This is an optimization exercise on Yosys and OpenROAD, whose aim is small area, not a production implementation. Only simulation tests tie the RTL to the original design; equivalence was not proved. The clock port is modelled as an ideal driver, which makes a skipped or thinned clock tree look cheaper than it is; a real chip needs a root buffer or a tree. No activity file was given, so power comes from the tool's default toggle rates.

Setup of exp/sierra:
## FSM_LightStand
module FSM_LightStand(
    input i_clk,
    input i_reset,
    input [2:0] i_button,
    output o_pwm_light
    );
    wire w_wrap, w_pre_last;
    ClockDivider clkdiv(
        .i_clk(i_clk),
        .i_reset(i_reset),
        .o_wrap(w_wrap),
        .o_pre_last(w_pre_last)
    );
    wire [3:0] w_hi;
    Counter count(
        .i_clk(i_clk),
        .i_reset(i_reset),
        .i_wrap(w_wrap),
        .i_pre_last(w_pre_last),
        .o_hi(w_hi)
    );
    wire [4:1] w_light;
    Comparator comp(
        .i_hi(w_hi),
        .o_light_1(w_light[1]),
        .o_light_2(w_light[2]),
        .o_light_3(w_light[3]),
        .o_light_4(w_light[4])
    );
    wire [2:0] w_release;
    ButtonController UpBTN(
        .i_clk(i_clk),
        .i_reset(i_reset),
        .i_button(i_button[0]),
        .o_release(w_release[0])
    );
    ButtonController DownBTN(
        .i_clk(i_clk),
        .i_reset(i_reset),
        .i_button(i_button[1]),
        .o_release(w_release[1])
    );
    ButtonController OffBTN(
        .i_clk(i_clk),
        .i_reset(i_reset),
        .i_button(i_button[2]),
        .o_release(w_release[2])
    );
    wire [4:1] w_level;
    FSM_Light fsm_led(
        .i_clk(i_clk),
        .i_reset(i_reset),
        .i_button(w_release),
        .o_level(w_level)
    );
    MUX pwmsel(
        .i_clk(i_clk),
        .i_reset(i_reset),
        .i_x(w_light),
        .i_level(w_level),
        .o_y(o_pwm_light)
    );
endmodule
For scale: ~86 flip-flops, ~6 I/O pins, roughly 3500 µm² of cells after synthesis.
export LEC_CHECK = 0
export CAP_MARGIN = 20
export CORE_MARGIN = 2
export CORE_UTILIZATION = 40
export SLEW_MARGIN = 20
create_clock -name core_clock -period 10.0 [get_ports {i_clk}]
standard.sh (not shown) runs the stock make flow with config.mk's settings and CLKGATE_MAP_FILE= SYNTH_SCRIPT=/design/flow/synth_recipe.tcl, a recipe that flattens the netlist after the stock synthesis.
==> flow/flow/run.sh <==
#!/bin/bash
# The standard synthesis and layout (standard.sh), with these changes
# to how the layout is made:
#  - clock tree: three clkbuf_16, each at the centre of an equal share of
#    the flip-flops, driven by the clock port (flow/pre_cts.tcl replaces
#    clock_tree_synthesis)
#  - after CTS, combinational cells and buffers go down to the smallest
#    drive strength that leaves no slew, cap or timing violation
#    (flow/post_cts.tcl)
#  - port buffers are buf_1; repair aims at the library's own cap and slew
#    limits; core utilization 70%
# ORFS writes each step's full log under orfs/logs/; this script's own
# output goes to flow_run.log.
set -euo pipefail
export FLOW_CLK_BUF=sky130_fd_sc_hd__buf_12
export FLOW_CLK_K=3
bash standard.sh \
  "PRE_CTS_TCL=$PWD/flow/pre_cts.tcl" "POST_CTS_TCL=$PWD/flow/post_cts.tcl" \
  "BUFFER_PORTS_ARGS=-buffer_cell sky130_fd_sc_hd__buf_1" \
  CAP_MARGIN=0 SLEW_MARGIN=0 CORE_UTILIZATION=70 \
  finish > flow_run.log 2>&1
==> flow/flow/post_cts.tcl <==
# After CTS and its timing repair: move each combinational cell and buffer
# to the smallest cell of the same function (same name but for the drive
# strength) that leaves no max-slew or max-capacitance violation and keeps
# setup and hold slack above a margin. Flip-flops and clock buffers keep
# their cells.
proc my_violations { } {
  set bad 0
  if { [sta::max_slew_violation_count] > 0 } { set bad 1 }
  if { [sta::max_capacitance_violation_count] > 0 } { set bad 1 }
  if { [worst_slack -max] < 1.0 } { set bad 1 }
  if { [worst_slack -min] < 0.1 } { set bad 1 }
  return $bad
}

proc my_downsize { } {
  estimate_parasitics -placement
  if { [my_violations] } {
    puts "my_downsize: violations before downsizing; skipped"
    return
  }
  set saved 0.0
  set n 0
  foreach inst [get_cells *] {
    set name [get_full_name $inst]
    set ref [get_property $inst ref_name]
    if { [string match clkbuf_* $name] } { continue }
    if { ![regexp {^(sky130_fd_sc_hd__[a-z0-9]+)_([0-9]+)$} $ref -> base size] } { continue }
    if { [regexp {__(df|sdf|edf|sedf|dl|tap|fill|decap|conb|diode)} $ref] } { continue }
    set cur_area [get_property [get_lib_cells $ref] area]
    set cands {}
    foreach lc [get_lib_cells ${base}_*] {
      set lname [get_name $lc]
      if { ![regexp {^sky130_fd_sc_hd__[a-z0-9]+_[0-9]+$} $lname] } { continue }
      if { [get_property $lc dont_use] } { continue }
      set a [get_property $lc area]
      if { $a < $cur_area - 1e-6 } { lappend cands [list $a $lname] }
    }
    foreach cand [lsort -real -index 0 $cands] {
      lassign $cand a lname
      replace_cell $inst $lname
      if { [my_violations] } {
        replace_cell $inst $ref
      } else {
        puts "my_downsize: $name $ref -> $lname"
        set saved [expr { $saved + $cur_area - $a }]
        incr n
        break
      }
    }
  }
  puts "my_downsize: $n cells, [format %.2f $saved] um2 saved"
}
my_downsize

proc my_clk_pin_slew { buf } {
  set worst 0.0
  set net [get_nets -of_objects [get_pins [get_full_name $buf]/X]]
  foreach pin [get_pins -of_objects $net -filter "direction == input"] {
    foreach p {slew_max_rise slew_max_fall} {
      set s [sta::time_ui_sta [get_property $pin $p]]
      if { $s > $worst } { set worst $s }
    }
  }
  return $worst
}

proc my_downsize_clock { } {
  set limit [expr { $::env(FLOW_CLK_SLEW_PS) * 1e-12 }]
  estimate_parasitics -placement
  foreach buf [get_cells clkbuf_*] {
    set ref [get_property $buf ref_name]
    set s [my_clk_pin_slew $buf]
    puts "my_downsize_clock: [get_full_name $buf] $ref slew [format %.1f [expr { $s * 1e12 }]] ps"
    foreach cand {sky130_fd_sc_hd__clkbuf_4 sky130_fd_sc_hd__clkbuf_8} {
      if { [get_property [get_lib_cells $cand] area] >= [get_property [get_lib_cells $ref] area] } { continue }
      replace_cell $buf $cand
      set s2 [my_clk_pin_slew $buf]
      if { $s2 <= $limit && ![my_violations] } {
        puts "my_downsize_clock: [get_full_name $buf] $ref -> $cand slew [format %.1f [expr { $s2 * 1e12 }]] ps"
        break
      }
      replace_cell $buf $ref
    }
  }
}
if { [info exists ::env(FLOW_CLK_SLEW_PS)] } { my_downsize_clock }

# the cells changed in place; legalize again to be safe
detailed_placement
check_placement -verbose
==> flow/flow/pre_cts.tcl <==
proc clock_tree_synthesis { args } {
  set block [ord::get_db_block]
  set net [$block findNet i_clk]
  set k $::env(FLOW_CLK_K)
  set pins {}
  set xs {}
  set ys {}
  foreach it [$net getITerms] {
    set b [[$it getInst] getBBox]
    lappend pins "[[$it getInst] getName]/[[$it getMTerm] getName]"
    lappend xs [expr { ([$b xMin] + [$b xMax]) / 2.0 }]
    lappend ys [expr { ([$b yMin] + [$b yMax]) / 2.0 }]
  }
  set n [llength $pins]
  # initial centres: sinks spread along the sorted x+y order
  set order [lsort -real -indices [lmap x $xs y $ys { expr { $x + 0.7 * $y } }]]
  set cx {}
  set cy {}
  for { set c 0 } { $c < $k } { incr c } {
    set i [lindex $order [expr { int(($c + 0.5) * $n / $k) }]]
    lappend cx [lindex $xs $i]
    lappend cy [lindex $ys $i]
  }
  # k-means with at most ceil(n/k) sinks per group: each round assigns
  # the sink-group pairs in order of distance, skipping full groups
  set cap [expr { ($n + $k - 1) / $k }]
  for { set iter 0 } { $iter < 30 } { incr iter } {
    set pairs {}
    set i 0
    foreach x $xs y $ys {
      for { set c 0 } { $c < $k } { incr c } {
        lappend pairs [list [expr { abs($x - [lindex $cx $c]) + abs($y - [lindex $cy $c]) }] $i $c]
      }
      incr i
    }
    set assign [lrepeat $n -1]
    set fill [lrepeat $k 0]
    foreach p [lsort -real -index 0 $pairs] {
      lassign $p d i c
      if { [lindex $assign $i] >= 0 || [lindex $fill $c] >= $cap } { continue }
      lset assign $i $c
      lset fill $c [expr { [lindex $fill $c] + 1 }]
    }
    set ncx {}
    set ncy {}
    for { set c 0 } { $c < $k } { incr c } {
      set sx 0.0
      set sy 0.0
      set m 0
      foreach a $assign x $xs y $ys {
        if { $a == $c } {
          set sx [expr { $sx + $x }]
          set sy [expr { $sy + $y }]
          incr m
        }
      }
      if { $m > 0 } {
        lappend ncx [expr { $sx / $m }]
        lappend ncy [expr { $sy / $m }]
      } else {
        lappend ncx [lindex $cx $c]
        lappend ncy [lindex $cy $c]
      }
    }
    set cx $ncx
    set cy $ncy
  }
  for { set c 0 } { $c < $k } { incr c } {
    set loads {}
    foreach a $assign p $pins {
      if { $a == $c } { lappend loads [get_pins $p] }
    }
    if { [llength $loads] == 0 } { continue }
    set x [ord::dbu_to_microns [expr { int([lindex $cx $c]) }]]
    set y [ord::dbu_to_microns [expr { int([lindex $cy $c]) }]]
    puts "clock buffer $c: [llength $loads] sinks at $x $y"
    insert_buffer -buffer_cell $::env(FLOW_CLK_BUF) -net i_clk -load_pins $loads \
      -location [list $x $y] -buffer_name clkbuf_$c -net_name clk_$c
  }
  set_propagated_clock [all_clocks]
}
exp/sierra finished end to end and its layout was clean on timing, DRC and antenna.
### exp/sierra -> exp/ember
==> flow/flow/run.sh <==
#!/bin/bash
# The standard synthesis and layout, with these layout changes:
#  - the clock tree is one level of 3 clock buffers clkbuf_16 (flow/pre_cts.tcl)
#  - port buffers are the smallest buffer cell
#  - repair_design aims at the library's cap and slew limits (no margin)
set -euo pipefail
export FLOW_CLK_BUF=sky130_fd_sc_hd__clkbuf_16
export FLOW_CLK_K=4
export FLOW_CLK_SLEW_PS=118
bash standard.sh \
  "PRE_CTS_TCL=$PWD/flow/pre_cts.tcl" "POST_CTS_TCL=$PWD/flow/post_cts.tcl" \
  "BUFFER_PORTS_ARGS=-buffer_cell sky130_fd_sc_hd__buf_1" \
  CAP_MARGIN=0 SLEW_MARGIN=0 CORE_UTILIZATION=85  \
  finish > flow_run.log 2>&1
==> comparison <==
- Wire length of the first global-routing pass, exp/sierra and exp/ember: higher on exp/ember
- The setup slack of the critical path after layout of exp/ember falls short of that of exp/sierra by 56 ps.
- Per the comparison of exp/ember with exp/sierra, relative contribution of the clock network to total power now sits higher; multi-input logic portion of the cell area was more or less identical; count of cells along the worst hold path barely changed.
diff inputs: exp/ember => exp/fjord
==> flow/flow/run.sh <==
#!/bin/bash
# The standard synthesis and layout (standard.sh), with these changes
# to how the layout is made:
#  - clock tree: three clkbuf_16, each at the centre of an equal share of
#    the flip-flops, driven by the clock port (flow/pre_cts.tcl replaces
#    clock_tree_synthesis)
#  - after CTS, combinational cells and buffers go down to the smallest
#    drive strength that leaves no slew, cap or timing violation
#    (flow/post_cts.tcl)
#  - port buffers are buf_1; repair aims at the library's own cap and slew
#    limits; core utilization 70%
# ORFS writes each step's full log under orfs/logs/; this script's own
# output goes to flow_run.log.
set -euo pipefail
export FLOW_CLK_BUF=sky130_fd_sc_hd__clkbuf_16
export FLOW_CLK_K=3
bash standard.sh \
  "PRE_CTS_TCL=$PWD/flow/pre_cts.tcl" "POST_CTS_TCL=$PWD/flow/post_cts.tcl" \
  "BUFFER_PORTS_ARGS=-buffer_cell sky130_fd_sc_hd__buf_1" \
  CAP_MARGIN=0 SLEW_MARGIN=0 CORE_UTILIZATION=70 \
  finish > flow_run.log 2>&1
--- outcome ---
Result for exp/fjord and exp/ember: all clean. Against exp/ember, number of inserted filler cells in the final layout in exp/fjord rose by more than 100%. The higher total power of exp/fjord and exp/ember is in exp/ember. Looking only at fraction of power consumed by combinational cells, and setting everything else aside, the higher value of exp/fjord and exp/ember goes to exp/ember. In exp/fjord, portion of total power attributed to the clock network is lower than in exp/ember.
Setup changes, exp/fjord to exp/lagoon
--- a/flow/flow/run.sh
+++ b/flow/flow/run.sh
@@ -4 +4 @@
-#  - clock tree: three clkbuf_16, each at the centre of an equal share of
+#  - clock tree: three buf_12, each at the centre of an equal share of
@@ -15 +15 @@
-export FLOW_CLK_BUF=sky130_fd_sc_hd__clkbuf_16
+export FLOW_CLK_BUF=sky130_fd_sc_hd__buf_12
@@ -20 +20 @@
-  CAP_MARGIN=0 SLEW_MARGIN=0 CORE_UTILIZATION=70 \
+  CAP_MARGIN=0 SLEW_MARGIN=0 CORE_UTILIZATION=80 \
Notes after the runs:
- Compare exp/lagoon and exp/fjord | global routing met3 resource utilization lower: exp/lagoon
- exp/lagoon did not stop at any stage, and its layout met the timing, design-rule and antenna checks.
- Compared to exp/fjord, exp/lagoon has first-iteration DRC count 57 higher.
- Between exp/lagoon and exp/fjord, it is exp/lagoon whose post-route worst setup slack is lower, by 27 ps.
- On synthesized cell count, exp/lagoon tracks exp/fjord almost exactly.
- Taking exp/fjord as the reference point, the post-route non-filler standard cell count of exp/lagoon falls by 15.
In every run of this note, the design's own scripts or RTL, not TritonCTS, make the clock network.

## re-timing with driven ports
The results above use ideal ports. As a check the final layouts listed here were re-extracted and re-timed, cells and wires unchanged. Step 1 assumes that a clkbuf_16 drives the clock port and a buf_2 every other input. Step 2 adds t to the input delays and takes it off the output delays; t is the mean of the earliest and latest rising clock arrival at the registers after step 1. Input paths then give back, and output paths get back, about the clock's delay inside the block. Slacks: ideal ports / drivers / drivers and shift; pairs: ideal ports / drivers.
| run | t, ns | slack for setup (ns) | hold WS [ns] | latest minus earliest clock arrival (ns) |
|---|---|---|---|---|
| exp/sierra | 0.203 | 6.535 / 6.580 / 6.377 | 0.378 / 0.378 / 0.378 | 0.012 / 0.012 |
| exp/ember | 0.224 | 6.479 / 6.495 / 6.271 | 0.372 / 0.372 / 0.372 | 0.014 / 0.015 |
| exp/fjord | 0.224 | 6.561 / 6.604 / 6.380 | 0.377 / 0.377 / 0.377 | 0.015 / 0.015 |
| exp/lagoon | 0.202 | 6.534 / 6.572 / 6.370 | 0.371 / 0.371 / 0.371 | 0.012 / 0.012 |
After both steps setup and hold are still met in every run listed. The setup slack of exp/ember, which loses most, moves by +0.016 ns with the drivers and by -0.208 ns with both steps.
